Context: an optimization exercise on an open-source flow, tuned for small area and a short achievable clock period. The choices shown serve that exercise and are no tape-out recipe. Where RTL was checked, it was by simulation tests only, not by an equivalence proof against the original. No functional check of the RTL was part of run 1. Power figures rest on the tool's default switching activity, not on a simulated workload.

==> flow/design.v (outline; a module is shown in full before it is edited, if it fits) <==
// module vedicmult_16bit: 1602 lines
// module FA: 4 lines
// module XN2: 3 lines
// module OR2: 3 lines
// module X2: 3 lines
// module NR2: 3 lines
module vedicmult_16bit(input [15:0] a, b,
input clk, reset,
output reg [31:0] out);
  // ...
==> flow/flow/run.sh <==
#!/bin/bash
# Own layout flow: the standard ORFS flow (standard.sh), with the input and
# output port buffers made of plain buf_2 cells (the default picks a delay cell).
set -euo pipefail
export BUFFER_PORTS_ARGS="-buffer_cell sky130_fd_sc_hd__buf_2"
export PRE_FLOORPLAN_TCL="$PWD/flow/pre_floorplan.tcl"
export SETUP_SLACK_MARGIN=9
bash standard.sh > standard.log 2>&1
==> flow/flow/pre_floorplan.tcl <==
# Synthesis (abc) maps each Booth selector to an a22oi_2; the _1 cell is the
# same function in less area and easily drives the single gate it feeds.
set swaps {sky130_fd_sc_hd__a22oi_2 sky130_fd_sc_hd__a22oi_1}
set n 0
foreach inst [[ord::get_db_block] getInsts] {
  set m [[$inst getMaster] getName]
  if { [dict exists $swaps $m] } {
    replace_cell [get_cells [$inst getName]] [dict get $swaps $m]
    incr n
  }
}
puts "pre_floorplan: resized $n cells"
==> flow/standard.sh <==
#!/bin/bash
# synth_recipe.tcl (not shown) runs the flow's synth.tcl, then flattens the netlist and writes it again
# the make line also repeats each setting of config.mk as NAME=value (left out here)
make -C /OpenROAD-flow-scripts/flow DESIGN_CONFIG=/design/flow/config.mk WORK_HOME=/design/flow/orfs CLKGATE_MAP_FILE= SYNTH_SCRIPT=/design/flow/synth_recipe.tcl "${@:-finish}"
==> flow/config.mk <==
export PLATFORM = sky130hd
export DESIGN_NAME = vedicmult_16bit
export DESIGN_NICKNAME = vedicmult_16bit
export VERILOG_FILES = /design/flow/design.v
export SDC_FILE = /design/flow/constraint.sdc
export NUM_CORES = 4
export LEC_CHECK = 0
export CAP_MARGIN = 20
export CORE_MARGIN = 2
export CORE_UTILIZATION = 40
export CTS_BUF_LIST = sky130_fd_sc_hd__clkbuf_4 sky130_fd_sc_hd__clkbuf_8
export SLEW_MARGIN = 20
export SYNTH_HIERARCHICAL = 1
export SYNTH_MINIMUM_KEEP_SIZE = 0
==> flow/constraint.sdc <==
create_clock -name core_clock -period 17.0 [get_ports {clk}]
set_input_delay 3.4000 -clock core_clock [delete_from_list [all_inputs] [get_ports {clk}]]
set_output_delay 3.4000 -clock core_clock [all_outputs]
set_load 0.01 [all_outputs]
==> results.ini, run 1 <==
[run_status]
outcome = no timing/DRC/antenna violations

[yosys]
synth_top_area_share_pct = 55.1
synthAdderAreaFrac_pct = 55.1
yosysSeqAreaShare_pct = 8.96
netlist_area_mm2 = 0.00715
synth_edf_count = 0

[power_and_ir_drop]
p_clk_w = 0.0000657
power_frac_comb_pct = 80.4
vdd.ir_drop.worst_v = 0.0000815

[worst_setup_path]
worstSetupEndpoint = out[31]$_DFF_P_
path_cells = buf_12 -> and2_4 -> buf_12 -> nand2_1 -> fa_1 -> fa_2 -> fa_1 -> fa_2 -> fa_1 -> fa_2 -> xor2_2 -> nand4_1 -> or2_4 -> o21a_4 -> o211a_1 -> o31ai_2 -> xor2_1
crit_family = adder cells
crit_slowest_cell = fa_2

[global_route]
grt_pass1_vias = 6025
met2_usage_pct = 38.6
grt_most_used_layer = met2

[worst_hold_path]
min_from = a[0]
worstHoldEndpoint = out[0]$_DFF_P_
hold_depth = 2

[placed_design]
dp_hpwl_um = 14000

[detailed_routing]
wl_met2_um = 9720
drc = 0
met3_length_um = 1430

[floorplanning]
die_w_um = 138
die_y_um = 138

[finish]
drive_gt1_share_pct = 26.4
layout_common_cells = 255 x nand2_1, 169 x fa_1, 58 x buf_2
top_area_cell_class = multi-input combinational cells

==> inputs of run 2 (changes only) <==
==> flow/design.v (replaced) <==
module vedicmult_16bit(input [15:0] a, b,
input clk, reset,
output reg [31:0] out);
wire pp0_0;
wire pp0_1;
wire pp0_2;
wire pp0_3;
wire pp0_4;
wire pp0_5;
wire pp0_6;
wire pp0_7;
wire pp0_8;
wire pp0_9;
wire pp0_10;
wire pp0_11;
wire pp0_12;
wire pp0_13;
wire pp0_14;
wire pp0_15;
wire pp1_0;
wire pp1_1;
wire pp1_2;
wire pp1_3;
wire pp1_4;
wire pp1_5;
wire pp1_6;
wire pp1_7;
wire pp1_8;
wire pp1_9;
wire pp1_10;
wire pp1_11;
wire pp1_12;
wire pp1_13;
wire pp1_14;
wire pp1_15;
wire pp2_0;
wire pp2_1;
wire pp2_2;
wire pp2_3;
wire pp2_4;
wire pp2_5;
wire pp2_6;
wire pp2_7;
wire pp2_8;
wire pp2_9;
wire pp2_10;
wire pp2_11;
wire pp2_12;
wire pp2_13;
wire pp2_14;
wire pp2_15;
wire pp3_0;
wire pp3_1;
wire pp3_2;
wire pp3_3;
wire pp3_4;
wire pp3_5;
wire pp3_6;
wire pp3_7;
wire pp3_8;
wire pp3_9;
wire pp3_10;
wire pp3_11;
wire pp3_12;
wire pp3_13;
wire pp3_14;
wire pp3_15;
wire pp4_0;
wire pp4_1;
wire pp4_2;
wire pp4_3;
wire pp4_4;
wire pp4_5;
wire pp4_6;
wire pp4_7;
wire pp4_8;
wire pp4_9;
wire pp4_10;
wire pp4_11;
wire pp4_12;
wire pp4_13;
wire pp4_14;
wire pp4_15;
wire pp5_0;
wire pp5_1;
wire pp5_2;
wire pp5_3;
wire pp5_4;
wire pp5_5;
wire pp5_6;
wire pp5_7;
wire pp5_8;
wire pp5_9;
wire pp5_10;
wire pp5_11;
wire pp5_12;
wire pp5_13;
wire pp5_14;
wire pp5_15;
wire pp6_0;
wire pp6_1;
wire pp6_2;
wire pp6_3;
wire pp6_4;
wire pp6_5;
wire pp6_6;
wire pp6_7;
wire pp6_8;
wire pp6_9;
wire pp6_10;
wire pp6_11;
wire pp6_12;
wire pp6_13;
wire pp6_14;
wire pp6_15;
wire pp7_0;
wire pp7_1;
wire pp7_2;
wire pp7_3;
wire pp7_4;
wire pp7_5;
wire pp7_6;
wire pp7_7;
wire pp7_8;
wire pp7_9;
wire pp7_10;
wire pp7_11;
wire pp7_12;
wire pp7_13;
wire pp7_14;
wire pp7_15;
wire pp8_0;
wire pp8_1;
wire pp8_2;
wire pp8_3;
wire pp8_4;
wire pp8_5;
wire pp8_6;
wire pp8_7;
wire pp8_8;
wire pp8_9;
wire pp8_10;
wire pp8_11;
wire pp8_12;
wire pp8_13;
wire pp8_14;
wire pp8_15;
wire pp9_0;
wire pp9_1;
wire pp9_2;
wire pp9_3;
wire pp9_4;
wire pp9_5;
wire pp9_6;
wire pp9_7;
wire pp9_8;
wire pp9_9;
wire pp9_10;
wire pp9_11;
wire pp9_12;
wire pp9_13;
wire pp9_14;
wire pp9_15;
wire pp10_0;
wire pp10_1;
wire pp10_2;
wire pp10_3;
wire pp10_4;
wire pp10_5;
wire pp10_6;
wire pp10_7;
wire pp10_8;
wire pp10_9;
wire pp10_10;
wire pp10_11;
wire pp10_12;
wire pp10_13;
wire pp10_14;
wire pp10_15;
wire pp11_0;
wire pp11_1;
wire pp11_2;
wire pp11_3;
wire pp11_4;
wire pp11_5;
wire pp11_6;
wire pp11_7;
wire pp11_8;
wire pp11_9;
wire pp11_10;
wire pp11_11;
wire pp11_12;
wire pp11_13;
wire pp11_14;
wire pp11_15;
wire pp12_0;
wire pp12_1;
wire pp12_2;
wire pp12_3;
wire pp12_4;
wire pp12_5;
wire pp12_6;
wire pp12_7;
wire pp12_8;
wire pp12_9;
wire pp12_10;
wire pp12_11;
wire pp12_12;
wire pp12_13;
wire pp12_14;
wire pp12_15;
wire pp13_0;
wire pp13_1;
wire pp13_2;
wire pp13_3;
wire pp13_4;
wire pp13_5;
wire pp13_6;
wire pp13_7;
wire pp13_8;
wire pp13_9;
wire pp13_10;
wire pp13_11;
wire pp13_12;
wire pp13_13;
wire pp13_14;
wire pp13_15;
wire pp14_0;
wire pp14_1;
wire pp14_2;
wire pp14_3;
wire pp14_4;
wire pp14_5;
wire pp14_6;
wire pp14_7;
wire pp14_8;
wire pp14_9;
wire pp14_10;
wire pp14_11;
wire pp14_12;
wire pp14_13;
wire pp14_14;
wire pp14_15;
wire pp15_0;
wire pp15_1;
wire pp15_2;
wire pp15_3;
wire pp15_4;
wire pp15_5;
wire pp15_6;
wire pp15_7;
wire pp15_8;
wire pp15_9;
wire pp15_10;
wire pp15_11;
wire pp15_12;
wire pp15_13;
wire pp15_14;
wire pp15_15;
wire s1;
wire c2;
wire s3;
wire c4;
wire s5;
wire c6;
wire s7;
wire c8;
wire s9;
wire c10;
wire s11;
wire c12;
wire s13;
wire c14;
wire s15;
wire c16;
wire s17;
wire c18;
wire s19;
wire c20;
wire s21;
wire c22;
wire s23;
wire c24;
wire s25;
wire c26;
wire s27;
wire c28;
wire s29;
wire c30;
wire s31;
wire c32;
wire s33;
wire c34;
wire s35;
wire c36;
wire s37;
wire c38;
wire s39;
wire c40;
wire s41;
wire c42;
wire s43;
wire c44;
wire s45;
wire c46;
wire s47;
wire c48;
wire s49;
wire c50;
wire s51;
wire c52;
wire s53;
wire c54;
wire s55;
wire c56;
wire s57;
wire c58;
wire s59;
wire c60;
wire s61;
wire c62;
wire s63;
wire c64;
wire s65;
wire c66;
wire s67;
wire c68;
wire s69;
wire c70;
wire s71;
wire c72;
wire s73;
wire c74;
wire s75;
wire c76;
wire s77;
wire c78;
wire s79;
wire c80;
wire s81;
wire c82;
wire s83;
wire c84;
wire s85;
wire c86;
wire s87;
wire c88;
wire s89;
wire c90;
wire s91;
wire c92;
wire s93;
wire c94;
wire s95;
wire c96;
wire s97;
wire c98;
wire s99;
wire c100;
wire s101;
wire c102;
wire s103;
wire c104;
wire s105;
wire c106;
wire s107;
wire c108;
wire s109;
wire c110;
wire s111;
wire c112;
wire s113;
wire c114;
wire s115;
wire c116;
wire s117;
wire c118;
wire s119;
wire c120;
wire s121;
wire c122;
wire s123;
wire c124;
wire s125;
wire c126;
wire s127;
wire c128;
wire s129;
wire c130;
wire s131;
wire c132;
wire s133;
wire c134;
wire s135;
wire c136;
wire s137;
wire c138;
wire s139;
wire c140;
wire s141;
wire c142;
wire s143;
wire c144;
wire s145;
wire c146;
wire s147;
wire c148;
wire s149;
wire c150;
wire s151;
wire c152;
wire s153;
wire c154;
wire s155;
wire c156;
wire s157;
wire c158;
wire s159;
wire c160;
wire s161;
wire c162;
wire s163;
wire c164;
wire s165;
wire c166;
wire s167;
wire c168;
wire s169;
wire c170;
wire s171;
wire c172;
wire s173;
wire c174;
wire s175;
wire c176;
wire s177;
wire c178;
wire s179;
wire c180;
wire s181;
wire c182;
wire s183;
wire c184;
wire s185;
wire c186;
wire s187;
wire c188;
wire s189;
wire c190;
wire s191;
wire c192;
wire s193;
wire c194;
wire s195;
wire c196;
wire s197;
wire c198;
wire s199;
wire c200;
wire s201;
wire c202;
wire s203;
wire c204;
wire s205;
wire c206;
wire s207;
wire c208;
wire s209;
wire c210;
wire s211;
wire c212;
wire s213;
wire c214;
wire s215;
wire c216;
wire s217;
wire c218;
wire s219;
wire c220;
wire s221;
wire c222;
wire s223;
wire c224;
wire s225;
wire c226;
wire s227;
wire c228;
wire s229;
wire c230;
wire s231;
wire c232;
wire s233;
wire c234;
wire s235;
wire c236;
wire s237;
wire c238;
wire s239;
wire c240;
wire s241;
wire c242;
wire s243;
wire c244;
wire s245;
wire c246;
wire s247;
wire c248;
wire s249;
wire c250;
wire s251;
wire c252;
wire s253;
wire c254;
wire s255;
wire c256;
wire s257;
wire c258;
wire s259;
wire c260;
wire s261;
wire c262;
wire s263;
wire c264;
wire s265;
wire c266;
wire s267;
wire c268;
wire s269;
wire c270;
wire s271;
wire c272;
wire s273;
wire c274;
wire s275;
wire c276;
wire s277;
wire c278;
wire s279;
wire c280;
wire s281;
wire c282;
wire s283;
wire c284;
wire s285;
wire c286;
wire s287;
wire c288;
wire s289;
wire c290;
wire s291;
wire c292;
wire s293;
wire c294;
wire s295;
wire c296;
wire s297;
wire c298;
wire s299;
wire c300;
wire s301;
wire c302;
wire s303;
wire c304;
wire s305;
wire c306;
wire s307;
wire c308;
wire s309;
wire c310;
wire s311;
wire c312;
wire s313;
wire c314;
wire s315;
wire c316;
wire s317;
wire c318;
wire s319;
wire c320;
wire s321;
wire c322;
wire s323;
wire c324;
wire s325;
wire c326;
wire s327;
wire c328;
wire s329;
wire c330;
wire s331;
wire c332;
wire s333;
wire c334;
wire s335;
wire c336;
wire s337;
wire c338;
wire s339;
wire c340;
wire s341;
wire c342;
wire s343;
wire c344;
wire s345;
wire c346;
wire s347;
wire c348;
wire s349;
wire c350;
wire s351;
wire c352;
wire s353;
wire c354;
wire s355;
wire c356;
wire s357;
wire c358;
wire s359;
wire c360;
wire s361;
wire c362;
wire s363;
wire c364;
wire s365;
wire c366;
wire s367;
wire c368;
wire s369;
wire c370;
wire s371;
wire c372;
wire s373;
wire c374;
wire s375;
wire c376;
wire s377;
wire c378;
wire s379;
wire c380;
wire s381;
wire c382;
wire s383;
wire c384;
wire s385;
wire c386;
wire s387;
wire c388;
wire s389;
wire c390;
wire s391;
wire c392;
wire s393;
wire c394;
wire s395;
wire c396;
wire s397;
wire c398;
wire s399;
wire c400;
wire s401;
wire c402;
wire s403;
wire c404;
wire s405;
wire c406;
wire s407;
wire c408;
wire s409;
wire c410;
wire s411;
wire c412;
wire s413;
wire c414;
wire s415;
wire c416;
wire s417;
wire c418;
wire s419;
wire c420;
wire s421;
wire c422;
wire s423;
wire c424;
wire s425;
wire c426;
wire ci427;
wire g428;
wire p429;
wire g430;
wire p431;
wire g432;
wire p433;
wire g434;
wire p435;
wire g436;
wire p437;
wire g438;
wire p439;
wire g440;
wire p441;
wire g442;
wire p443;
wire g444;
wire p445;
wire g446;
wire p447;
wire g448;
wire p449;
wire g450;
wire p451;
wire g452;
wire p453;
wire g454;
wire p455;
wire g456;
wire p457;
wire g458;
wire p459;
wire g460;
wire p461;
wire g462;
wire p463;
wire g464;
wire p465;
wire g466;
wire p467;
wire g468;
wire p469;
wire g470;
wire p471;
wire g472;
wire p473;
wire g474;
wire p475;
wire g476;
wire p477;
wire g478;
wire p479;
wire g480;
wire p481;
wire p482;
wire g483;
wire g484;
wire p485;
wire g486;
wire p487;
wire g488;
wire p489;
wire g490;
wire p491;
wire g492;
wire p493;
wire g494;
wire p495;
wire g496;
wire p497;
wire g498;
wire p499;
wire g500;
wire p501;
wire g502;
wire p503;
wire g504;
wire p505;
wire g506;
wire p507;
wire g508;
wire p509;
wire g510;
wire p511;
wire g512;
wire p513;
wire g514;
wire p515;
wire g516;
wire p517;
wire g518;
wire p519;
wire g520;
wire p521;
wire g522;
wire p523;
wire g524;
wire p525;
wire g526;
wire p527;
wire g528;
wire p529;
wire g530;
wire p531;
wire g532;
wire p533;
wire g534;
wire p535;
wire g536;
wire p537;
wire g538;
wire p539;
wire g540;
wire p541;
wire g542;
wire p543;
wire g544;
wire p545;
wire g546;
wire p547;
wire g548;
wire p549;
wire g550;
wire p551;
wire g552;
wire p553;
wire g554;
wire p555;
wire g556;
wire p557;
wire g558;
wire p559;
wire g560;
wire p561;
wire g562;
wire p563;
wire g564;
wire p565;
wire g566;
wire p567;
wire g568;
wire p569;
wire g570;
wire p571;
wire g572;
wire p573;
wire g574;
wire p575;
wire g576;
wire p577;
wire g578;
wire p579;
wire g580;
wire p581;
wire g582;
wire p583;
wire g584;
wire p585;
wire g586;
wire p587;
wire g588;
wire p589;
wire g590;
wire p591;
wire g592;
wire p593;
wire g594;
wire p595;
wire g596;
wire p597;
wire g598;
wire p599;
wire g600;
wire p601;
wire g602;
wire p603;
wire g604;
wire p605;
wire g606;
wire p607;
wire g608;
wire p609;
wire g610;
wire p611;
wire o612;
wire o613;
wire o614;
wire o615;
wire o616;
wire o617;
wire o618;
wire o619;
wire o620;
wire o621;
wire o622;
wire o623;
wire o624;
wire o625;
wire o626;
wire o627;
wire o628;
wire o629;
wire o630;
wire o631;
wire o632;
wire o633;
wire o634;
wire o635;
wire o636;
wire o637;
wire o638;
wire o639;
assign pp0_0 = ~(a[0] & b[0]);
assign pp0_1 = ~(a[1] & b[0]);
assign pp0_2 = ~(a[2] & b[0]);
assign pp0_3 = ~(a[3] & b[0]);
assign pp0_4 = ~(a[4] & b[0]);
assign pp0_5 = ~(a[5] & b[0]);
assign pp0_6 = ~(a[6] & b[0]);
assign pp0_7 = ~(a[7] & b[0]);
assign pp0_8 = ~(a[8] & b[0]);
assign pp0_9 = ~(a[9] & b[0]);
assign pp0_10 = ~(a[10] & b[0]);
assign pp0_11 = ~(a[11] & b[0]);
assign pp0_12 = ~(a[12] & b[0]);
assign pp0_13 = ~(a[13] & b[0]);
assign pp0_14 = ~(a[14] & b[0]);
assign pp0_15 = ~(a[15] & b[0]);
assign pp1_0 = ~(a[0] & b[1]);
assign pp1_1 = ~(a[1] & b[1]);
assign pp1_2 = ~(a[2] & b[1]);
assign pp1_3 = ~(a[3] & b[1]);
assign pp1_4 = ~(a[4] & b[1]);
assign pp1_5 = ~(a[5] & b[1]);
assign pp1_6 = ~(a[6] & b[1]);
assign pp1_7 = ~(a[7] & b[1]);
assign pp1_8 = ~(a[8] & b[1]);
assign pp1_9 = ~(a[9] & b[1]);
assign pp1_10 = ~(a[10] & b[1]);
assign pp1_11 = ~(a[11] & b[1]);
assign pp1_12 = ~(a[12] & b[1]);
assign pp1_13 = ~(a[13] & b[1]);
assign pp1_14 = ~(a[14] & b[1]);
assign pp1_15 = ~(a[15] & b[1]);
assign pp2_0 = ~(a[0] & b[2]);
assign pp2_1 = ~(a[1] & b[2]);
assign pp2_2 = ~(a[2] & b[2]);
assign pp2_3 = ~(a[3] & b[2]);
assign pp2_4 = ~(a[4] & b[2]);
assign pp2_5 = ~(a[5] & b[2]);
assign pp2_6 = ~(a[6] & b[2]);
assign pp2_7 = ~(a[7] & b[2]);
assign pp2_8 = ~(a[8] & b[2]);
assign pp2_9 = ~(a[9] & b[2]);
assign pp2_10 = ~(a[10] & b[2]);
assign pp2_11 = ~(a[11] & b[2]);
assign pp2_12 = ~(a[12] & b[2]);
assign pp2_13 = ~(a[13] & b[2]);
assign pp2_14 = ~(a[14] & b[2]);
assign pp2_15 = ~(a[15] & b[2]);
assign pp3_0 = ~(a[0] & b[3]);
assign pp3_1 = ~(a[1] & b[3]);
assign pp3_2 = ~(a[2] & b[3]);
assign pp3_3 = ~(a[3] & b[3]);
assign pp3_4 = ~(a[4] & b[3]);
assign pp3_5 = ~(a[5] & b[3]);
assign pp3_6 = ~(a[6] & b[3]);
assign pp3_7 = ~(a[7] & b[3]);
assign pp3_8 = ~(a[8] & b[3]);
assign pp3_9 = ~(a[9] & b[3]);
assign pp3_10 = ~(a[10] & b[3]);
assign pp3_11 = ~(a[11] & b[3]);
assign pp3_12 = ~(a[12] & b[3]);
assign pp3_13 = ~(a[13] & b[3]);
assign pp3_14 = ~(a[14] & b[3]);
assign pp3_15 = ~(a[15] & b[3]);
assign pp4_0 = ~(a[0] & b[4]);
assign pp4_1 = ~(a[1] & b[4]);
assign pp4_2 = ~(a[2] & b[4]);
assign pp4_3 = ~(a[3] & b[4]);
assign pp4_4 = ~(a[4] & b[4]);
assign pp4_5 = ~(a[5] & b[4]);
assign pp4_6 = ~(a[6] & b[4]);
assign pp4_7 = ~(a[7] & b[4]);
assign pp4_8 = ~(a[8] & b[4]);
assign pp4_9 = ~(a[9] & b[4]);
assign pp4_10 = ~(a[10] & b[4]);
assign pp4_11 = ~(a[11] & b[4]);
assign pp4_12 = ~(a[12] & b[4]);
assign pp4_13 = ~(a[13] & b[4]);
assign pp4_14 = ~(a[14] & b[4]);
assign pp4_15 = ~(a[15] & b[4]);
assign pp5_0 = ~(a[0] & b[5]);
assign pp5_1 = ~(a[1] & b[5]);
assign pp5_2 = ~(a[2] & b[5]);
assign pp5_3 = ~(a[3] & b[5]);
assign pp5_4 = ~(a[4] & b[5]);
assign pp5_5 = ~(a[5] & b[5]);
assign pp5_6 = ~(a[6] & b[5]);
assign pp5_7 = ~(a[7] & b[5]);
assign pp5_8 = ~(a[8] & b[5]);
assign pp5_9 = ~(a[9] & b[5]);
assign pp5_10 = ~(a[10] & b[5]);
assign pp5_11 = ~(a[11] & b[5]);
assign pp5_12 = ~(a[12] & b[5]);
assign pp5_13 = ~(a[13] & b[5]);
assign pp5_14 = ~(a[14] & b[5]);
assign pp5_15 = ~(a[15] & b[5]);
assign pp6_0 = ~(a[0] & b[6]);
assign pp6_1 = ~(a[1] & b[6]);
assign pp6_2 = ~(a[2] & b[6]);
assign pp6_3 = ~(a[3] & b[6]);
assign pp6_4 = ~(a[4] & b[6]);
assign pp6_5 = ~(a[5] & b[6]);
assign pp6_6 = ~(a[6] & b[6]);
assign pp6_7 = ~(a[7] & b[6]);
assign pp6_8 = ~(a[8] & b[6]);
assign pp6_9 = ~(a[9] & b[6]);
assign pp6_10 = ~(a[10] & b[6]);
assign pp6_11 = ~(a[11] & b[6]);
assign pp6_12 = ~(a[12] & b[6]);
assign pp6_13 = ~(a[13] & b[6]);
assign pp6_14 = ~(a[14] & b[6]);
assign pp6_15 = ~(a[15] & b[6]);
assign pp7_0 = ~(a[0] & b[7]);
assign pp7_1 = ~(a[1] & b[7]);
assign pp7_2 = ~(a[2] & b[7]);
assign pp7_3 = ~(a[3] & b[7]);
assign pp7_4 = ~(a[4] & b[7]);
assign pp7_5 = ~(a[5] & b[7]);
assign pp7_6 = ~(a[6] & b[7]);
assign pp7_7 = ~(a[7] & b[7]);
assign pp7_8 = ~(a[8] & b[7]);
assign pp7_9 = ~(a[9] & b[7]);
assign pp7_10 = ~(a[10] & b[7]);
assign pp7_11 = ~(a[11] & b[7]);
assign pp7_12 = ~(a[12] & b[7]);
assign pp7_13 = ~(a[13] & b[7]);
assign pp7_14 = ~(a[14] & b[7]);
assign pp7_15 = ~(a[15] & b[7]);
assign pp8_0 = ~(a[0] & b[8]);
assign pp8_1 = ~(a[1] & b[8]);
assign pp8_2 = ~(a[2] & b[8]);
assign pp8_3 = ~(a[3] & b[8]);
assign pp8_4 = ~(a[4] & b[8]);
assign pp8_5 = ~(a[5] & b[8]);
assign pp8_6 = ~(a[6] & b[8]);
assign pp8_7 = ~(a[7] & b[8]);
assign pp8_8 = ~(a[8] & b[8]);
assign pp8_9 = ~(a[9] & b[8]);
assign pp8_10 = ~(a[10] & b[8]);
assign pp8_11 = ~(a[11] & b[8]);
assign pp8_12 = ~(a[12] & b[8]);
assign pp8_13 = ~(a[13] & b[8]);
assign pp8_14 = ~(a[14] & b[8]);
assign pp8_15 = ~(a[15] & b[8]);
assign pp9_0 = ~(a[0] & b[9]);
assign pp9_1 = ~(a[1] & b[9]);
assign pp9_2 = ~(a[2] & b[9]);
assign pp9_3 = ~(a[3] & b[9]);
assign pp9_4 = ~(a[4] & b[9]);
assign pp9_5 = ~(a[5] & b[9]);
assign pp9_6 = ~(a[6] & b[9]);
assign pp9_7 = ~(a[7] & b[9]);
assign pp9_8 = ~(a[8] & b[9]);
assign pp9_9 = ~(a[9] & b[9]);
assign pp9_10 = ~(a[10] & b[9]);
assign pp9_11 = ~(a[11] & b[9]);
assign pp9_12 = ~(a[12] & b[9]);
assign pp9_13 = ~(a[13] & b[9]);
assign pp9_14 = ~(a[14] & b[9]);
assign pp9_15 = ~(a[15] & b[9]);
assign pp10_0 = ~(a[0] & b[10]);
assign pp10_1 = ~(a[1] & b[10]);
assign pp10_2 = ~(a[2] & b[10]);
assign pp10_3 = ~(a[3] & b[10]);
assign pp10_4 = ~(a[4] & b[10]);
assign pp10_5 = ~(a[5] & b[10]);
assign pp10_6 = ~(a[6] & b[10]);
assign pp10_7 = ~(a[7] & b[10]);
assign pp10_8 = ~(a[8] & b[10]);
assign pp10_9 = ~(a[9] & b[10]);
assign pp10_10 = ~(a[10] & b[10]);
assign pp10_11 = ~(a[11] & b[10]);
assign pp10_12 = ~(a[12] & b[10]);
assign pp10_13 = ~(a[13] & b[10]);
assign pp10_14 = ~(a[14] & b[10]);
assign pp10_15 = ~(a[15] & b[10]);
assign pp11_0 = ~(a[0] & b[11]);
assign pp11_1 = ~(a[1] & b[11]);
assign pp11_2 = ~(a[2] & b[11]);
assign pp11_3 = ~(a[3] & b[11]);
assign pp11_4 = ~(a[4] & b[11]);
assign pp11_5 = ~(a[5] & b[11]);
assign pp11_6 = ~(a[6] & b[11]);
assign pp11_7 = ~(a[7] & b[11]);
assign pp11_8 = ~(a[8] & b[11]);
assign pp11_9 = ~(a[9] & b[11]);
assign pp11_10 = ~(a[10] & b[11]);
assign pp11_11 = ~(a[11] & b[11]);
assign pp11_12 = ~(a[12] & b[11]);
assign pp11_13 = ~(a[13] & b[11]);
assign pp11_14 = ~(a[14] & b[11]);
assign pp11_15 = ~(a[15] & b[11]);
assign pp12_0 = ~(a[0] & b[12]);
assign pp12_1 = ~(a[1] & b[12]);
assign pp12_2 = ~(a[2] & b[12]);
assign pp12_3 = ~(a[3] & b[12]);
assign pp12_4 = ~(a[4] & b[12]);
assign pp12_5 = ~(a[5] & b[12]);
assign pp12_6 = ~(a[6] & b[12]);
assign pp12_7 = ~(a[7] & b[12]);
assign pp12_8 = ~(a[8] & b[12]);
assign pp12_9 = ~(a[9] & b[12]);
assign pp12_10 = ~(a[10] & b[12]);
assign pp12_11 = ~(a[11] & b[12]);
assign pp12_12 = ~(a[12] & b[12]);
assign pp12_13 = ~(a[13] & b[12]);
assign pp12_14 = ~(a[14] & b[12]);
assign pp12_15 = ~(a[15] & b[12]);
assign pp13_0 = ~(a[0] & b[13]);
assign pp13_1 = ~(a[1] & b[13]);
assign pp13_2 = ~(a[2] & b[13]);
assign pp13_3 = ~(a[3] & b[13]);
assign pp13_4 = ~(a[4] & b[13]);
assign pp13_5 = ~(a[5] & b[13]);
assign pp13_6 = ~(a[6] & b[13]);
assign pp13_7 = ~(a[7] & b[13]);
assign pp13_8 = ~(a[8] & b[13]);
assign pp13_9 = ~(a[9] & b[13]);
assign pp13_10 = ~(a[10] & b[13]);
assign pp13_11 = ~(a[11] & b[13]);
assign pp13_12 = ~(a[12] & b[13]);
assign pp13_13 = ~(a[13] & b[13]);
assign pp13_14 = ~(a[14] & b[13]);
assign pp13_15 = ~(a[15] & b[13]);
assign pp14_0 = ~(a[0] & b[14]);
assign pp14_1 = ~(a[1] & b[14]);
assign pp14_2 = ~(a[2] & b[14]);
assign pp14_3 = ~(a[3] & b[14]);
assign pp14_4 = ~(a[4] & b[14]);
assign pp14_5 = ~(a[5] & b[14]);
assign pp14_6 = ~(a[6] & b[14]);
assign pp14_7 = ~(a[7] & b[14]);
assign pp14_8 = ~(a[8] & b[14]);
assign pp14_9 = ~(a[9] & b[14]);
assign pp14_10 = ~(a[10] & b[14]);
assign pp14_11 = ~(a[11] & b[14]);
assign pp14_12 = ~(a[12] & b[14]);
assign pp14_13 = ~(a[13] & b[14]);
assign pp14_14 = ~(a[14] & b[14]);
assign pp14_15 = ~(a[15] & b[14]);
assign pp15_0 = ~(a[0] & b[15]);
assign pp15_1 = ~(a[1] & b[15]);
assign pp15_2 = ~(a[2] & b[15]);
assign pp15_3 = ~(a[3] & b[15]);
assign pp15_4 = ~(a[4] & b[15]);
assign pp15_5 = ~(a[5] & b[15]);
assign pp15_6 = ~(a[6] & b[15]);
assign pp15_7 = ~(a[7] & b[15]);
assign pp15_8 = ~(a[8] & b[15]);
assign pp15_9 = ~(a[9] & b[15]);
assign pp15_10 = ~(a[10] & b[15]);
assign pp15_11 = ~(a[11] & b[15]);
assign pp15_12 = ~(a[12] & b[15]);
assign pp15_13 = ~(a[13] & b[15]);
assign pp15_14 = ~(a[14] & b[15]);
assign pp15_15 = ~(a[15] & b[15]);
XN2 u_s1 (.x(pp0_13), .y(pp1_12), .o(s1));
OR2 u_c2 (.x(pp0_13), .y(pp1_12), .o(c2));
FA u_s3 (.x(pp2_12), .y(pp0_14), .z(pp1_13), .s(s3), .c(c4));
XN2 u_s5 (.x(pp3_11), .y(pp4_10), .o(s5));
OR2 u_c6 (.x(pp3_11), .y(pp4_10), .o(c6));
FA u_s7 (.x(pp2_13), .y(pp0_15), .z(pp1_14), .s(s7), .c(c8));
FA u_s9 (.x(pp5_10), .y(pp3_12), .z(pp4_11), .s(s9), .c(c10));
XN2 u_s11 (.x(pp6_9), .y(pp7_8), .o(s11));
OR2 u_c12 (.x(pp6_9), .y(pp7_8), .o(c12));
FA u_s13 (.x(pp3_13), .y(pp1_15), .z(pp2_14), .s(s13), .c(c14));
FA u_s15 (.x(pp6_10), .y(pp4_12), .z(pp5_11), .s(s15), .c(c16));
XN2 u_s17 (.x(pp7_9), .y(pp8_8), .o(s17));
OR2 u_c18 (.x(pp7_9), .y(pp8_8), .o(c18));
FA u_s19 (.x(pp4_13), .y(pp2_15), .z(pp3_14), .s(s19), .c(c20));
FA u_s21 (.x(pp7_10), .y(pp5_12), .z(pp6_11), .s(s21), .c(c22));
FA u_s23 (.x(pp5_13), .y(pp3_15), .z(pp4_14), .s(s23), .c(c24));
XN2 u_s25 (.x(pp0_9), .y(pp1_8), .o(s25));
OR2 u_c26 (.x(pp0_9), .y(pp1_8), .o(c26));
FA u_s27 (.x(pp2_8), .y(pp0_10), .z(pp1_9), .s(s27), .c(c28));
XN2 u_s29 (.x(pp3_7), .y(pp4_6), .o(s29));
OR2 u_c30 (.x(pp3_7), .y(pp4_6), .o(c30));
FA u_s31 (.x(pp2_9), .y(pp0_11), .z(pp1_10), .s(s31), .c(c32));
FA u_s33 (.x(pp5_6), .y(pp3_8), .z(pp4_7), .s(s33), .c(c34));
XN2 u_s35 (.x(pp6_5), .y(pp7_4), .o(s35));
OR2 u_c36 (.x(pp6_5), .y(pp7_4), .o(c36));
FA u_s37 (.x(pp2_10), .y(pp0_12), .z(pp1_11), .s(s37), .c(c38));
FA u_s39 (.x(pp5_7), .y(pp3_9), .z(pp4_8), .s(s39), .c(c40));
FA u_s41 (.x(pp8_4), .y(pp6_6), .z(pp7_5), .s(s41), .c(c42));
XN2 u_s43 (.x(pp9_3), .y(pp10_2), .o(s43));
OR2 u_c44 (.x(pp9_3), .y(pp10_2), .o(c44));
FA u_s45 (.x(pp4_9), .y(pp2_11), .z(pp3_10), .s(s45), .c(c46));
FA u_s47 (.x(pp7_6), .y(pp5_8), .z(pp6_7), .s(s47), .c(c48));
FA u_s49 (.x(pp10_3), .y(pp8_5), .z(pp9_4), .s(s49), .c(c50));
FA u_s51 (.x(pp13_0), .y(pp11_2), .z(pp12_1), .s(s51), .c(c52));
FA u_s53 (.x(pp7_7), .y(pp5_9), .z(pp6_8), .s(s53), .c(c54));
FA u_s55 (.x(pp10_4), .y(pp8_6), .z(pp9_5), .s(s55), .c(c56));
FA u_s57 (.x(pp13_1), .y(pp11_3), .z(pp12_2), .s(s57), .c(c58));
FA u_s59 (.x(s5), .y(pp14_0), .z(c2), .s(s59), .c(c60));
FA u_s61 (.x(pp10_5), .y(pp8_7), .z(pp9_6), .s(s61), .c(c62));
FA u_s63 (.x(pp13_2), .y(pp11_4), .z(pp12_3), .s(s63), .c(c64));
FA u_s65 (.x(c6), .y(pp14_1), .z(pp15_0), .s(s65), .c(c66));
FA u_s67 (.x(s7), .y(s11), .z(c4), .s(s67), .c(c68));
FA u_s69 (.x(pp11_5), .y(pp9_7), .z(pp10_6), .s(s69), .c(c70));
FA u_s71 (.x(pp14_2), .y(pp12_4), .z(pp13_3), .s(s71), .c(c72));
FA u_s73 (.x(s17), .y(pp15_1), .z(c12), .s(s73), .c(c74));
FA u_s75 (.x(s13), .y(c8), .z(c10), .s(s75), .c(c76));
FA u_s77 (.x(pp10_7), .y(pp8_9), .z(pp9_8), .s(s77), .c(c78));
FA u_s79 (.x(pp13_4), .y(pp11_6), .z(pp12_5), .s(s79), .c(c80));
FA u_s81 (.x(c18), .y(pp14_3), .z(pp15_2), .s(s81), .c(c82));
FA u_s83 (.x(s19), .y(c14), .z(c16), .s(s83), .c(c84));
FA u_s85 (.x(pp8_10), .y(pp6_12), .z(pp7_11), .s(s85), .c(c86));
FA u_s87 (.x(pp11_7), .y(pp9_9), .z(pp10_8), .s(s87), .c(c88));
FA u_s89 (.x(pp14_4), .y(pp12_6), .z(pp13_5), .s(s89), .c(c90));
FA u_s91 (.x(c22), .y(pp15_3), .z(c20), .s(s91), .c(c92));
FA u_s93 (.x(pp6_13), .y(pp4_15), .z(pp5_14), .s(s93), .c(c94));
FA u_s95 (.x(pp9_10), .y(pp7_12), .z(pp8_11), .s(s95), .c(c96));
FA u_s97 (.x(pp12_7), .y(pp10_9), .z(pp11_8), .s(s97), .c(c98));
FA u_s99 (.x(pp15_4), .y(pp13_6), .z(pp14_5), .s(s99), .c(c100));
FA u_s101 (.x(pp7_13), .y(pp5_15), .z(pp6_14), .s(s101), .c(c102));
FA u_s103 (.x(pp10_10), .y(pp8_12), .z(pp9_11), .s(s103), .c(c104));
FA u_s105 (.x(pp13_7), .y(pp11_9), .z(pp12_8), .s(s105), .c(c106));
FA u_s107 (.x(pp8_13), .y(pp6_15), .z(pp7_14), .s(s107), .c(c108));
FA u_s109 (.x(pp11_10), .y(pp9_12), .z(pp10_11), .s(s109), .c(c110));
FA u_s111 (.x(pp9_13), .y(pp7_15), .z(pp8_14), .s(s111), .c(c112));
XN2 u_s113 (.x(pp0_6), .y(pp1_5), .o(s113));
OR2 u_c114 (.x(pp0_6), .y(pp1_5), .o(c114));
FA u_s115 (.x(pp2_5), .y(pp0_7), .z(pp1_6), .s(s115), .c(c116));
XN2 u_s117 (.x(pp3_4), .y(pp4_3), .o(s117));
OR2 u_c118 (.x(pp3_4), .y(pp4_3), .o(c118));
FA u_s119 (.x(pp2_6), .y(pp0_8), .z(pp1_7), .s(s119), .c(c120));
FA u_s121 (.x(pp5_3), .y(pp3_5), .z(pp4_4), .s(s121), .c(c122));
XN2 u_s123 (.x(pp6_2), .y(pp7_1), .o(s123));
OR2 u_c124 (.x(pp6_2), .y(pp7_1), .o(c124));
FA u_s125 (.x(pp4_5), .y(pp2_7), .z(pp3_6), .s(s125), .c(c126));
FA u_s127 (.x(pp7_2), .y(pp5_4), .z(pp6_3), .s(s127), .c(c128));
FA u_s129 (.x(s25), .y(pp8_1), .z(pp9_0), .s(s129), .c(c130));
FA u_s131 (.x(pp7_3), .y(pp5_5), .z(pp6_4), .s(s131), .c(c132));
FA u_s133 (.x(pp10_0), .y(pp8_2), .z(pp9_1), .s(s133), .c(c134));
FA u_s135 (.x(s27), .y(c26), .z(s29), .s(s135), .c(c136));
FA u_s137 (.x(pp10_1), .y(pp8_3), .z(pp9_2), .s(s137), .c(c138));
FA u_s139 (.x(s35), .y(pp11_0), .z(c30), .s(s139), .c(c140));
FA u_s141 (.x(s33), .y(c28), .z(s31), .s(s141), .c(c142));
FA u_s143 (.x(c36), .y(pp11_1), .z(pp12_0), .s(s143), .c(c144));
FA u_s145 (.x(c34), .y(s43), .z(c32), .s(s145), .c(c146));
FA u_s147 (.x(s41), .y(s37), .z(s39), .s(s147), .c(c148));
FA u_s149 (.x(c38), .y(c44), .z(s1), .s(s149), .c(c150));
FA u_s151 (.x(s45), .y(c40), .z(c42), .s(s151), .c(c152));
FA u_s153 (.x(s51), .y(s47), .z(s49), .s(s153), .c(c154));
FA u_s155 (.x(c50), .y(c46), .z(c48), .s(s155), .c(c156));
FA u_s157 (.x(s53), .y(c52), .z(s3), .s(s157), .c(c158));
FA u_s159 (.x(s59), .y(s55), .z(s57), .s(s159), .c(c160));
FA u_s161 (.x(c58), .y(c54), .z(c56), .s(s161), .c(c162));
FA u_s163 (.x(s63), .y(s9), .z(s61), .s(s163), .c(c164));
FA u_s165 (.x(s67), .y(s65), .z(c60), .s(s165), .c(c166));
FA u_s167 (.x(s15), .y(c62), .z(c64), .s(s167), .c(c168));
FA u_s169 (.x(c66), .y(s69), .z(s71), .s(s169), .c(c170));
FA u_s171 (.x(s75), .y(s73), .z(c68), .s(s171), .c(c172));
FA u_s173 (.x(s21), .y(c70), .z(c72), .s(s173), .c(c174));
FA u_s175 (.x(s81), .y(s77), .z(s79), .s(s175), .c(c176));
FA u_s177 (.x(s83), .y(c74), .z(c76), .s(s177), .c(c178));
FA u_s179 (.x(s23), .y(c78), .z(c80), .s(s179), .c(c180));
FA u_s181 (.x(s89), .y(s85), .z(s87), .s(s181), .c(c182));
FA u_s183 (.x(s91), .y(c82), .z(c84), .s(s183), .c(c184));
FA u_s185 (.x(c88), .y(c24), .z(c86), .s(s185), .c(c186));
FA u_s187 (.x(s95), .y(c90), .z(s93), .s(s187), .c(c188));
FA u_s189 (.x(c92), .y(s97), .z(s99), .s(s189), .c(c190));
FA u_s191 (.x(c94), .y(pp14_6), .z(pp15_5), .s(s191), .c(c192));
FA u_s193 (.x(c100), .y(c96), .z(c98), .s(s193), .c(c194));
FA u_s195 (.x(s105), .y(s101), .z(s103), .s(s195), .c(c196));
FA u_s197 (.x(pp14_7), .y(pp12_9), .z(pp13_8), .s(s197), .c(c198));
FA u_s199 (.x(c104), .y(pp15_6), .z(c102), .s(s199), .c(c200));
FA u_s201 (.x(s109), .y(c106), .z(s107), .s(s201), .c(c202));
FA u_s203 (.x(pp12_10), .y(pp10_12), .z(pp11_11), .s(s203), .c(c204));
FA u_s205 (.x(pp15_7), .y(pp13_9), .z(pp14_8), .s(s205), .c(c206));
FA u_s207 (.x(s111), .y(c108), .z(c110), .s(s207), .c(c208));
FA u_s209 (.x(pp10_13), .y(pp8_15), .z(pp9_14), .s(s209), .c(c210));
FA u_s211 (.x(pp13_10), .y(pp11_12), .z(pp12_11), .s(s211), .c(c212));
FA u_s213 (.x(c112), .y(pp14_9), .z(pp15_8), .s(s213), .c(c214));
FA u_s215 (.x(pp11_13), .y(pp9_15), .z(pp10_14), .s(s215), .c(c216));
FA u_s217 (.x(pp14_10), .y(pp12_12), .z(pp13_11), .s(s217), .c(c218));
FA u_s219 (.x(pp12_13), .y(pp10_15), .z(pp11_14), .s(s219), .c(c220));
XN2 u_s221 (.x(pp0_4), .y(pp1_3), .o(s221));
OR2 u_c222 (.x(pp0_4), .y(pp1_3), .o(c222));
FA u_s223 (.x(pp2_3), .y(pp0_5), .z(pp1_4), .s(s223), .c(c224));
XN2 u_s225 (.x(pp3_2), .y(pp4_1), .o(s225));
OR2 u_c226 (.x(pp3_2), .y(pp4_1), .o(c226));
FA u_s227 (.x(pp4_2), .y(pp2_4), .z(pp3_3), .s(s227), .c(c228));
FA u_s229 (.x(s113), .y(pp5_1), .z(pp6_0), .s(s229), .c(c230));
FA u_s231 (.x(pp7_0), .y(pp5_2), .z(pp6_1), .s(s231), .c(c232));
FA u_s233 (.x(s115), .y(c114), .z(s117), .s(s233), .c(c234));
FA u_s235 (.x(s123), .y(pp8_0), .z(c118), .s(s235), .c(c236));
FA u_s237 (.x(s121), .y(c116), .z(s119), .s(s237), .c(c238));
FA u_s239 (.x(c122), .y(c124), .z(c120), .s(s239), .c(c240));
FA u_s241 (.x(s129), .y(s125), .z(s127), .s(s241), .c(c242));
FA u_s243 (.x(s131), .y(c126), .z(c128), .s(s243), .c(c244));
FA u_s245 (.x(s135), .y(s133), .z(c130), .s(s245), .c(c246));
FA u_s247 (.x(s137), .y(c132), .z(c134), .s(s247), .c(c248));
FA u_s249 (.x(s141), .y(s139), .z(c136), .s(s249), .c(c250));
FA u_s251 (.x(c140), .y(c138), .z(s143), .s(s251), .c(c252));
FA u_s253 (.x(s147), .y(s145), .z(c142), .s(s253), .c(c254));
FA u_s255 (.x(s149), .y(c144), .z(c146), .s(s255), .c(c256));
FA u_s257 (.x(s153), .y(c148), .z(s151), .s(s257), .c(c258));
FA u_s259 (.x(s155), .y(c150), .z(c152), .s(s259), .c(c260));
FA u_s261 (.x(s159), .y(c154), .z(s157), .s(s261), .c(c262));
FA u_s263 (.x(c158), .y(c156), .z(s161), .s(s263), .c(c264));
FA u_s265 (.x(s165), .y(s163), .z(c160), .s(s265), .c(c266));
FA u_s267 (.x(s167), .y(c162), .z(c164), .s(s267), .c(c268));
FA u_s269 (.x(s171), .y(s169), .z(c166), .s(s269), .c(c270));
FA u_s271 (.x(c170), .y(c168), .z(s173), .s(s271), .c(c272));
FA u_s273 (.x(s177), .y(s175), .z(c172), .s(s273), .c(c274));
FA u_s275 (.x(s181), .y(c174), .z(s179), .s(s275), .c(c276));
FA u_s277 (.x(s183), .y(c176), .z(c178), .s(s277), .c(c278));
FA u_s279 (.x(c182), .y(c180), .z(s185), .s(s279), .c(c280));
FA u_s281 (.x(c184), .y(s187), .z(s189), .s(s281), .c(c282));
FA u_s283 (.x(s193), .y(c186), .z(s191), .s(s283), .c(c284));
FA u_s285 (.x(c190), .y(c188), .z(s195), .s(s285), .c(c286));
FA u_s287 (.x(c194), .y(s197), .z(c192), .s(s287), .c(c288));
FA u_s289 (.x(s201), .y(s199), .z(c196), .s(s289), .c(c290));
FA u_s291 (.x(s205), .y(c198), .z(s203), .s(s291), .c(c292));
FA u_s293 (.x(s207), .y(c200), .z(c202), .s(s293), .c(c294));
FA u_s295 (.x(s209), .y(c204), .z(c206), .s(s295), .c(c296));
FA u_s297 (.x(c208), .y(s211), .z(s213), .s(s297), .c(c298));
FA u_s299 (.x(c212), .y(pp15_9), .z(c210), .s(s299), .c(c300));
FA u_s301 (.x(c214), .y(s215), .z(s217), .s(s301), .c(c302));
FA u_s303 (.x(pp15_10), .y(pp13_12), .z(pp14_11), .s(s303), .c(c304));
FA u_s305 (.x(s219), .y(c216), .z(c218), .s(s305), .c(c306));
FA u_s307 (.x(pp13_13), .y(pp11_15), .z(pp12_14), .s(s307), .c(c308));
FA u_s309 (.x(c220), .y(pp14_12), .z(pp15_11), .s(s309), .c(c310));
FA u_s311 (.x(pp14_13), .y(pp12_15), .z(pp13_14), .s(s311), .c(c312));
XN2 u_s313 (.x(pp0_3), .y(pp1_2), .o(s313));
OR2 u_c314 (.x(pp0_3), .y(pp1_2), .o(c314));
FA u_s315 (.x(pp4_0), .y(pp2_2), .z(pp3_1), .s(s315), .c(c316));
FA u_s317 (.x(s225), .y(pp5_0), .z(c222), .s(s317), .c(c318));
FA u_s319 (.x(s227), .y(c226), .z(c224), .s(s319), .c(c320));
FA u_s321 (.x(c230), .y(c228), .z(s231), .s(s321), .c(c322));
FA u_s323 (.x(c234), .y(c232), .z(s235), .s(s323), .c(c324));
FA u_s325 (.x(c238), .y(c236), .z(s239), .s(s325), .c(c326));
FA u_s327 (.x(c242), .y(c240), .z(s243), .s(s327), .c(c328));
FA u_s329 (.x(c246), .y(c244), .z(s247), .s(s329), .c(c330));
FA u_s331 (.x(c250), .y(c248), .z(s251), .s(s331), .c(c332));
FA u_s333 (.x(c254), .y(c252), .z(s255), .s(s333), .c(c334));
FA u_s335 (.x(s259), .y(c256), .z(c258), .s(s335), .c(c336));
FA u_s337 (.x(c262), .y(c260), .z(s263), .s(s337), .c(c338));
FA u_s339 (.x(c266), .y(c264), .z(s267), .s(s339), .c(c340));
FA u_s341 (.x(c270), .y(c268), .z(s271), .s(s341), .c(c342));
FA u_s343 (.x(c274), .y(c272), .z(s275), .s(s343), .c(c344));
FA u_s345 (.x(c278), .y(c276), .z(s279), .s(s345), .c(c346));
FA u_s347 (.x(s285), .y(c280), .z(s283), .s(s347), .c(c348));
FA u_s349 (.x(s289), .y(c284), .z(s287), .s(s349), .c(c350));
FA u_s351 (.x(c290), .y(s291), .z(c288), .s(s351), .c(c352));
FA u_s353 (.x(c294), .y(c292), .z(s295), .s(s353), .c(c354));
FA u_s355 (.x(s301), .y(c296), .z(s299), .s(s355), .c(c356));
FA u_s357 (.x(s305), .y(s303), .z(c300), .s(s357), .c(c358));
FA u_s359 (.x(s309), .y(c304), .z(s307), .s(s359), .c(c360));
FA u_s361 (.x(s311), .y(pp15_12), .z(c308), .s(s361), .c(c362));
FA u_s363 (.x(pp15_13), .y(pp13_15), .z(pp14_14), .s(s363), .c(c364));
XN2 u_s365 (.x(pp0_2), .y(pp1_1), .o(s365));
OR2 u_c366 (.x(pp0_2), .y(pp1_1), .o(c366));
FA u_s367 (.x(s313), .y(pp2_1), .z(pp3_0), .s(s367), .c(c368));
FA u_s369 (.x(s315), .y(c314), .z(s221), .s(s369), .c(c370));
FA u_s371 (.x(s317), .y(c316), .z(s223), .s(s371), .c(c372));
FA u_s373 (.x(s319), .y(c318), .z(s229), .s(s373), .c(c374));
FA u_s375 (.x(s321), .y(c320), .z(s233), .s(s375), .c(c376));
FA u_s377 (.x(s323), .y(s237), .z(c322), .s(s377), .c(c378));
FA u_s379 (.x(s325), .y(s241), .z(c324), .s(s379), .c(c380));
FA u_s381 (.x(s327), .y(c326), .z(s245), .s(s381), .c(c382));
FA u_s383 (.x(s329), .y(s249), .z(c328), .s(s383), .c(c384));
FA u_s385 (.x(s331), .y(s253), .z(c330), .s(s385), .c(c386));
FA u_s387 (.x(s333), .y(s257), .z(c332), .s(s387), .c(c388));
FA u_s389 (.x(s335), .y(s261), .z(c334), .s(s389), .c(c390));
FA u_s391 (.x(s337), .y(c336), .z(s265), .s(s391), .c(c392));
FA u_s393 (.x(s339), .y(s269), .z(c338), .s(s393), .c(c394));
FA u_s395 (.x(s341), .y(s273), .z(c340), .s(s395), .c(c396));
FA u_s397 (.x(s343), .y(s277), .z(c342), .s(s397), .c(c398));
FA u_s399 (.x(s345), .y(s281), .z(c344), .s(s399), .c(c400));
FA u_s401 (.x(c346), .y(c282), .z(s347), .s(s401), .c(c402));
FA u_s403 (.x(c348), .y(c286), .z(s349), .s(s403), .c(c404));
FA u_s405 (.x(c350), .y(s293), .z(s351), .s(s405), .c(c406));
FA u_s407 (.x(s353), .y(s297), .z(c352), .s(s407), .c(c408));
FA u_s409 (.x(c354), .y(c298), .z(s355), .s(s409), .c(c410));
FA u_s411 (.x(c356), .y(c302), .z(s357), .s(s411), .c(c412));
FA u_s413 (.x(c358), .y(c306), .z(s359), .s(s413), .c(c414));
FA u_s415 (.x(c360), .y(c310), .z(s361), .s(s415), .c(c416));
FA u_s417 (.x(c362), .y(c312), .z(s363), .s(s417), .c(c418));
FA u_s419 (.x(c364), .y(pp14_15), .z(pp15_14), .s(s419), .c(c420));
XN2 u_s421 (.x(pp0_1), .y(pp1_0), .o(s421));
OR2 u_c422 (.x(pp0_1), .y(pp1_0), .o(c422));
FA u_s423 (.x(c422), .y(pp2_0), .z(s365), .s(s423), .c(c424));
FA u_s425 (.x(c424), .y(s367), .z(c366), .s(s425), .c(c426));
assign ci427 = ~c426;
NR2 u_g428 (.x(s369), .y(c368), .o(g428));
X2 u_p429 (.x(s369), .y(c368), .o(p429));
NR2 u_g430 (.x(s371), .y(c370), .o(g430));
X2 u_p431 (.x(s371), .y(c370), .o(p431));
NR2 u_g432 (.x(s373), .y(c372), .o(g432));
X2 u_p433 (.x(s373), .y(c372), .o(p433));
NR2 u_g434 (.x(s375), .y(c374), .o(g434));
X2 u_p435 (.x(s375), .y(c374), .o(p435));
NR2 u_g436 (.x(s377), .y(c376), .o(g436));
X2 u_p437 (.x(s377), .y(c376), .o(p437));
NR2 u_g438 (.x(s379), .y(c378), .o(g438));
X2 u_p439 (.x(s379), .y(c378), .o(p439));
NR2 u_g440 (.x(s381), .y(c380), .o(g440));
X2 u_p441 (.x(s381), .y(c380), .o(p441));
NR2 u_g442 (.x(s383), .y(c382), .o(g442));
X2 u_p443 (.x(s383), .y(c382), .o(p443));
NR2 u_g444 (.x(s385), .y(c384), .o(g444));
X2 u_p445 (.x(s385), .y(c384), .o(p445));
NR2 u_g446 (.x(s387), .y(c386), .o(g446));
X2 u_p447 (.x(s387), .y(c386), .o(p447));
NR2 u_g448 (.x(s389), .y(c388), .o(g448));
X2 u_p449 (.x(s389), .y(c388), .o(p449));
NR2 u_g450 (.x(s391), .y(c390), .o(g450));
X2 u_p451 (.x(s391), .y(c390), .o(p451));
NR2 u_g452 (.x(s393), .y(c392), .o(g452));
X2 u_p453 (.x(s393), .y(c392), .o(p453));
NR2 u_g454 (.x(s395), .y(c394), .o(g454));
X2 u_p455 (.x(s395), .y(c394), .o(p455));
NR2 u_g456 (.x(s397), .y(c396), .o(g456));
X2 u_p457 (.x(s397), .y(c396), .o(p457));
NR2 u_g458 (.x(s399), .y(c398), .o(g458));
X2 u_p459 (.x(s399), .y(c398), .o(p459));
NR2 u_g460 (.x(s401), .y(c400), .o(g460));
X2 u_p461 (.x(s401), .y(c400), .o(p461));
NR2 u_g462 (.x(s403), .y(c402), .o(g462));
X2 u_p463 (.x(s403), .y(c402), .o(p463));
NR2 u_g464 (.x(s405), .y(c404), .o(g464));
X2 u_p465 (.x(s405), .y(c404), .o(p465));
NR2 u_g466 (.x(s407), .y(c406), .o(g466));
X2 u_p467 (.x(s407), .y(c406), .o(p467));
NR2 u_g468 (.x(s409), .y(c408), .o(g468));
X2 u_p469 (.x(s409), .y(c408), .o(p469));
NR2 u_g470 (.x(s411), .y(c410), .o(g470));
X2 u_p471 (.x(s411), .y(c410), .o(p471));
NR2 u_g472 (.x(s413), .y(c412), .o(g472));
X2 u_p473 (.x(s413), .y(c412), .o(p473));
NR2 u_g474 (.x(s415), .y(c414), .o(g474));
X2 u_p475 (.x(s415), .y(c414), .o(p475));
NR2 u_g476 (.x(s417), .y(c416), .o(g476));
X2 u_p477 (.x(s417), .y(c416), .o(p477));
NR2 u_g478 (.x(s419), .y(c418), .o(g478));
X2 u_p479 (.x(s419), .y(c418), .o(p479));
NR2 u_g480 (.x(pp15_15), .y(c420), .o(g480));
X2 u_p481 (.x(pp15_15), .y(c420), .o(p481));
assign p482 = 1'b0;
assign g483 = g428 | (p429 & ci427);
assign g484 = g430 | (p431 & g483);
assign p485 = p431 & p429;
assign g486 = g434 | (p435 & g432);
assign p487 = p435 & p433;
assign g488 = g438 | (p439 & g436);
assign p489 = p439 & p437;
assign g490 = g442 | (p443 & g440);
assign p491 = p443 & p441;
assign g492 = g446 | (p447 & g444);
assign p493 = p447 & p445;
assign g494 = g450 | (p451 & g448);
assign p495 = p451 & p449;
assign g496 = g454 | (p455 & g452);
assign p497 = p455 & p453;
assign g498 = g458 | (p459 & g456);
assign p499 = p459 & p457;
assign g500 = g462 | (p463 & g460);
assign p501 = p463 & p461;
assign g502 = g466 | (p467 & g464);
assign p503 = p467 & p465;
assign g504 = g470 | (p471 & g468);
assign p505 = p471 & p469;
assign g506 = g474 | (p475 & g472);
assign p507 = p475 & p473;
assign g508 = g478 | (p479 & g476);
assign p509 = p479 & p477;
assign g510 = 1'b0 | (p482 & g480);
assign p511 = p482 & p481;
assign g512 = g432 | (p433 & g484);
assign p513 = p433 & p485;
assign g514 = g486 | (p487 & g484);
assign p515 = p487 & p485;
assign g516 = g440 | (p441 & g488);
assign p517 = p441 & p489;
assign g518 = g490 | (p491 & g488);
assign p519 = p491 & p489;
assign g520 = g448 | (p449 & g492);
assign p521 = p449 & p493;
assign g522 = g494 | (p495 & g492);
assign p523 = p495 & p493;
assign g524 = g456 | (p457 & g496);
assign p525 = p457 & p497;
assign g526 = g498 | (p499 & g496);
assign p527 = p499 & p497;
assign g528 = g464 | (p465 & g500);
assign p529 = p465 & p501;
assign g530 = g502 | (p503 & g500);
assign p531 = p503 & p501;
assign g532 = g472 | (p473 & g504);
assign p533 = p473 & p505;
assign g534 = g506 | (p507 & g504);
assign p535 = p507 & p505;
assign g536 = g480 | (p481 & g508);
assign p537 = p481 & p509;
assign g538 = g510 | (p511 & g508);
assign p539 = p511 & p509;
assign g540 = g436 | (p437 & g514);
assign p541 = p437 & p515;
assign g542 = g488 | (p489 & g514);
assign p543 = p489 & p515;
assign g544 = g516 | (p517 & g514);
assign p545 = p517 & p515;
assign g546 = g518 | (p519 & g514);
assign p547 = p519 & p515;
assign g548 = g452 | (p453 & g522);
assign p549 = p453 & p523;
assign g550 = g496 | (p497 & g522);
assign p551 = p497 & p523;
assign g552 = g524 | (p525 & g522);
assign p553 = p525 & p523;
assign g554 = g526 | (p527 & g522);
assign p555 = p527 & p523;
assign g556 = g468 | (p469 & g530);
assign p557 = p469 & p531;
assign g558 = g504 | (p505 & g530);
assign p559 = p505 & p531;
assign g560 = g532 | (p533 & g530);
assign p561 = p533 & p531;
assign g562 = g534 | (p535 & g530);
assign p563 = p535 & p531;
assign g564 = g444 | (p445 & g546);
assign p565 = p445 & p547;
assign g566 = g492 | (p493 & g546);
assign p567 = p493 & p547;
assign g568 = g520 | (p521 & g546);
assign p569 = p521 & p547;
assign g570 = g522 | (p523 & g546);
assign p571 = p523 & p547;
assign g572 = g548 | (p549 & g546);
assign p573 = p549 & p547;
assign g574 = g550 | (p551 & g546);
assign p575 = p551 & p547;
assign g576 = g552 | (p553 & g546);
assign p577 = p553 & p547;
assign g578 = g554 | (p555 & g546);
assign p579 = p555 & p547;
assign g580 = g476 | (p477 & g562);
assign p581 = p477 & p563;
assign g582 = g508 | (p509 & g562);
assign p583 = p509 & p563;
assign g584 = g536 | (p537 & g562);
assign p585 = p537 & p563;
assign g586 = g538 | (p539 & g562);
assign p587 = p539 & p563;
assign g588 = g460 | (p461 & g578);
assign p589 = p461 & p579;
assign g590 = g500 | (p501 & g578);
assign p591 = p501 & p579;
assign g592 = g528 | (p529 & g578);
assign p593 = p529 & p579;
assign g594 = g530 | (p531 & g578);
assign p595 = p531 & p579;
assign g596 = g556 | (p557 & g578);
assign p597 = p557 & p579;
assign g598 = g558 | (p559 & g578);
assign p599 = p559 & p579;
assign g600 = g560 | (p561 & g578);
assign p601 = p561 & p579;
assign g602 = g562 | (p563 & g578);
assign p603 = p563 & p579;
assign g604 = g580 | (p581 & g578);
assign p605 = p581 & p579;
assign g606 = g582 | (p583 & g578);
assign p607 = p583 & p579;
assign g608 = g584 | (p585 & g578);
assign p609 = p585 & p579;
assign g610 = g586 | (p587 & g578);
assign p611 = p587 & p579;
XN2 u_o612 (.x(p429), .y(ci427), .o(o612));
XN2 u_o613 (.x(p431), .y(g483), .o(o613));
XN2 u_o614 (.x(p433), .y(g484), .o(o614));
XN2 u_o615 (.x(p435), .y(g512), .o(o615));
XN2 u_o616 (.x(p437), .y(g514), .o(o616));
XN2 u_o617 (.x(p439), .y(g540), .o(o617));
XN2 u_o618 (.x(p441), .y(g542), .o(o618));
XN2 u_o619 (.x(p443), .y(g544), .o(o619));
XN2 u_o620 (.x(p445), .y(g546), .o(o620));
XN2 u_o621 (.x(p447), .y(g564), .o(o621));
XN2 u_o622 (.x(p449), .y(g566), .o(o622));
XN2 u_o623 (.x(p451), .y(g568), .o(o623));
XN2 u_o624 (.x(p453), .y(g570), .o(o624));
XN2 u_o625 (.x(p455), .y(g572), .o(o625));
XN2 u_o626 (.x(p457), .y(g574), .o(o626));
XN2 u_o627 (.x(p459), .y(g576), .o(o627));
XN2 u_o628 (.x(p461), .y(g578), .o(o628));
XN2 u_o629 (.x(p463), .y(g588), .o(o629));
XN2 u_o630 (.x(p465), .y(g590), .o(o630));
XN2 u_o631 (.x(p467), .y(g592), .o(o631));
XN2 u_o632 (.x(p469), .y(g594), .o(o632));
XN2 u_o633 (.x(p471), .y(g596), .o(o633));
XN2 u_o634 (.x(p473), .y(g598), .o(o634));
XN2 u_o635 (.x(p475), .y(g600), .o(o635));
XN2 u_o636 (.x(p477), .y(g602), .o(o636));
XN2 u_o637 (.x(p479), .y(g604), .o(o637));
XN2 u_o638 (.x(p481), .y(g606), .o(o638));
XN2 u_o639 (.x(p482), .y(g608), .o(o639));
wire [31:0] prod = {~o639, ~o638, ~o637, ~o636, ~o635, ~o634, ~o633, ~o632, ~o631, ~o630, ~o629, ~o628, ~o627, ~o626, ~o625, ~o624, ~o623, ~o622, ~o621, ~o620, ~o619, ~o618, ~o617, ~o616, ~o615, ~o614, ~o613, ~o612, ~s425, ~s423, ~s421, ~pp0_0};
always @(posedge clk) begin
  if (reset) out <= prod;
  else out <= 32'd0;
end
endmodule
module FA(input x, y, z, output s, c);
assign s = x ^ y ^ z;
assign c = (x & y) | (x & z) | (y & z);
endmodule
module XN2(input x, y, output o);
assign o = ~(x ^ y);
endmodule
module OR2(input x, y, output o);
assign o = x | y;
endmodule
module X2(input x, y, output o);
assign o = x ^ y;
endmodule
module NR2(input x, y, output o);
assign o = ~(x | y);
endmodule
==> flow/flow/run.sh (replaced) <==
#!/bin/bash
# Own layout flow: the standard ORFS flow (standard.sh) with these changes:
# - input and output port buffers are plain buf_2 cells (the default picks a
#   delay cell); the output ones are cut to buf_1 before detailed placement
#   (flow/pre_detail_place.tcl), as they drive only the pin load;
# - abc's a22oi_2 cells, if any, become a22oi_1 (flow/pre_floorplan.tcl);
# - the timing repair aims at 8.8 ns of setup slack, so that it speeds up the
#   critical path beyond what the 17 ns clock alone asks for.
# The clock period and all constraints are the design's.
set -euo pipefail
export BUFFER_PORTS_ARGS="-buffer_cell sky130_fd_sc_hd__buf_2"
export PRE_FLOORPLAN_TCL="$PWD/flow/pre_floorplan.tcl"
export PRE_DETAIL_PLACE_TCL="$PWD/flow/pre_detail_place.tcl"
export SETUP_SLACK_MARGIN=8.8
bash standard.sh > standard.log 2>&1
==> flow/flow/pre_detail_place.tcl (new file) <==
# Output ports drive only the 10 fF pin load and have ample slack: their port
# buffers can be the smallest buffer.
set n 0
foreach inst [[ord::get_db_block] getInsts] {
  set m [[$inst getMaster] getName]
  set name [$inst getName]
  if { $m eq "sky130_fd_sc_hd__buf_2" && [string match "output*" $name] } {
    replace_cell [get_cells $name] sky130_fd_sc_hd__buf_1
    incr n
  }
}
puts "pre_detail_place: resized $n output buffers"
==> flow/config.mk (replaced) <==
export PLATFORM = sky130hd
export DESIGN_NAME = vedicmult_16bit
export DESIGN_NICKNAME = vedicmult_16bit
export VERILOG_FILES = /design/flow/design.v
export SDC_FILE = /design/flow/constraint.sdc
export NUM_CORES = 4
export LEC_CHECK = 0
export CAP_MARGIN = 20
export CORE_MARGIN = 2
export CORE_UTILIZATION = 40
export CTS_BUF_LIST = sky130_fd_sc_hd__clkbuf_4
export CTS_CLUSTER_SIZE = 8
export SLEW_MARGIN = 20
export SYNTH_HIERARCHICAL = 1
export SYNTH_MINIMUM_KEEP_SIZE = 0
==> run 2 against run 1 <==
Compared with the run above:
- synthesized area increased by 1.8%
- global-route usage down 1.2 points
- first-iteration DRC count is 56% higher
- synthesized cell count is 1.3% higher
- worst setup slack worse by 0.0091 ns
- die area up 1.7%
- sequential share of layout area rose by 0.74 points
- combinational power grew 82%
- cell count down 4.4%
- non-clock buffer count shrank 62
- critical path depth unchanged
==> results.ini, run 2 <==
[placed_design]
place_inst = 991  ; was 979
dpl-instance-area_mm2 = 0.00761  ; was 0.00766 mm2
place.gp.congestion = 0.822  ; was 0.870
io_buffers = 65  ; unchanged
dp_hpwl_um = 15100  ; was 14000 um
dpl_worst_slack_ns = 8.44  ; was 7.82 ns

[run_status]
outcome = no timing/DRC/antenna violations  ; unchanged

[floorplanning]
die_w_um = 139  ; was 138 um
die_y_um = 139  ; was 138 um

[worst_setup_path]
crit_slowest_cell = fa_1  ; was fa_2
startpoint_type = input port  ; unchanged
slowest_delay_ns = 0.56  ; was 0.59 ns
crit_family = adder cells  ; unchanged
path_cells = clkbuf_4 -> nand2_1 -> or2_1 -> fa_1 -> fa_1 -> fa_1 -> fa_1 -> fa_1 -> xor2_2 -> and4_2 -> a221o_1 -> a21oi_4 -> o31ai_4 -> a311oi_2 -> o31ai_1 -> xnor2_1 -> nor2b_1  ; was buf_12 -> and2_4 -> buf_12 -> nand2_1 -> fa_1 -> fa_2 -> fa_1 -> fa_2 -> fa_1 -> fa_2 -> xor2_2 -> nand4_1 -> or2_4 -> o21a_4 -> o211a_1 -> o31ai_2 -> xor2_1
path_common_cell = fa_1

[clocking]
cts_tree = yes  ; unchanged
cts_hold_buf = 0  ; unchanged
ctsHtreeMaxLevel = 2  ; unchanged

[global_route]
track_usage_pct = 21.4  ; was 22.6%
grt_pass1_vias = 5894  ; was 6025

[sta]
setup_viol_count_final = 0  ; unchanged
fin_ws_ns = 9.01  ; was 9.02 ns
fmax_mhz = 125  ; about the same

[power_and_ir_drop]
vdd.ir_drop.worst_v = 0.000147  ; was 0.0000815 V
power_frac_comb_pct = 89.5  ; was 80.4%

[detailed_routing]
drc = 0  ; unchanged
ant_nets = 0  ; unchanged

[yosys]
yosysSeqAreaShare_pct = 8.80  ; was 8.96%
netlist_area_mm2 = 0.00728  ; was 0.00715 mm2
synth_edf_count = 0  ; unchanged
synth_top_area_share_pct = 54.2  ; was 55.1%

[worst_hold_path]
hold_depth = 2  ; unchanged

[finish]
drive_gt1_share_pct = 7.52  ; was 26.4%
layout_common_cells = 261 x nand2_1, 197 x fa_1, 44 x xnor2_1  ; was 255 x nand2_1, 169 x fa_1, 58 x buf_2

[run 2: cell types whose count changed after synthesis, sizes merged, moves of 10 or more]
cell / previous run / this run
nor2b: 1 / 34
xnor2: 16 / 44
xor2: 55 / 27
and2: 16 / 0
clkbuf: 54 / 65
buf: 10 / 0
[run 2: cell type report]
type	count	area [um2]	area share, %
antenna	2	5.00	0.0644
clock buffer	7	52.6	0.676
clock inverter	1	3.75	0.0483
inverter	3	11.3	0.145
multi-input combinational	662	6420	82.6
sequential	32	641	8.24
tap	229	287	3.68
timing repair buffer	66	354	4.55
[run 2: timing repair]
action	CTS	global route
setup endpoints to repair	0	7
resized for setup	0	37
buffers inserted	0	1
[run 2: cells by family after synthesis]
| group | synth area share, % |
|---|---|
| and+or+nand+nor | 20.4 |
| adders and majority gates | 54.2 |
| xor gates and xnor gates | 8.54 |
| buffers and inverters | 3.51 |
| AOI/OAI and AO/OA | 4.49 |
| DFF | 8.80 |
| other | 0.0515 |
[run 2: stage by stage]
step | hold WS (ns) | total power, W
after global routing | 3.45 | 0.00177
after floorplan | 3.53 | 0.00126
after detailed placement | 3.79 | 0.00149
after global placement | 3.79 | 0.00149
after CTS | 3.51 | 0.00154
final | 3.48 | 0.00158
[run 2: final timing paths]
| path | end | slack [ns] | from |
|---|---|---|---|
| worst min-delay path | out[0]$_SDFF_PN0_ | 3.48 | b[0] |
| worst max-delay path | out[31]$_SDFF_PN0_ | 9.01 | a[12] |
[run 2: Yosys stat by module (local to each module, per instance)]
| module | copies in the design | area [um2] | cells |
|---|---|---|---|
| vedicmult_16bit | 1 | 2510 | 451 |
| FA | 197 | 20.0 | 1 |
| X2 | 27 | 8.76 | 1 |
| XN2 | 44 | 8.76 | 1 |
| OR2 | 16 | 6.26 | 1 |
| NR2 | 27 | 3.75 | 1 |
[run 2: power by group through the flow]
stage,logic [W],clock network (W),registers [W]
floorplan,0.00112,0,0.000137
CTS,0.00138,0.0000474,0.000122
global placement,0.00137,0,0.000122
finish,0.00141,0.0000448,0.000121
global route,0.00159,0.0000511,0.000124
detailed placement,0.00137,0,0.000123
[run 2: routing by layer]
layer | GRT usage, % | up-vias | wire (um) | part of all wire [%]
li1 | - | 2303 | - | -
met1 | 27.1 | 2792 | 7570 | 39
met2 | 38.2 | 199 | 9920 | 51
met3 | 3.38 | 38 | 1200 | 6.2
met5 | 0 | - | 0 | 0
met4 | 5.79 | 0 | 608 | 3.2
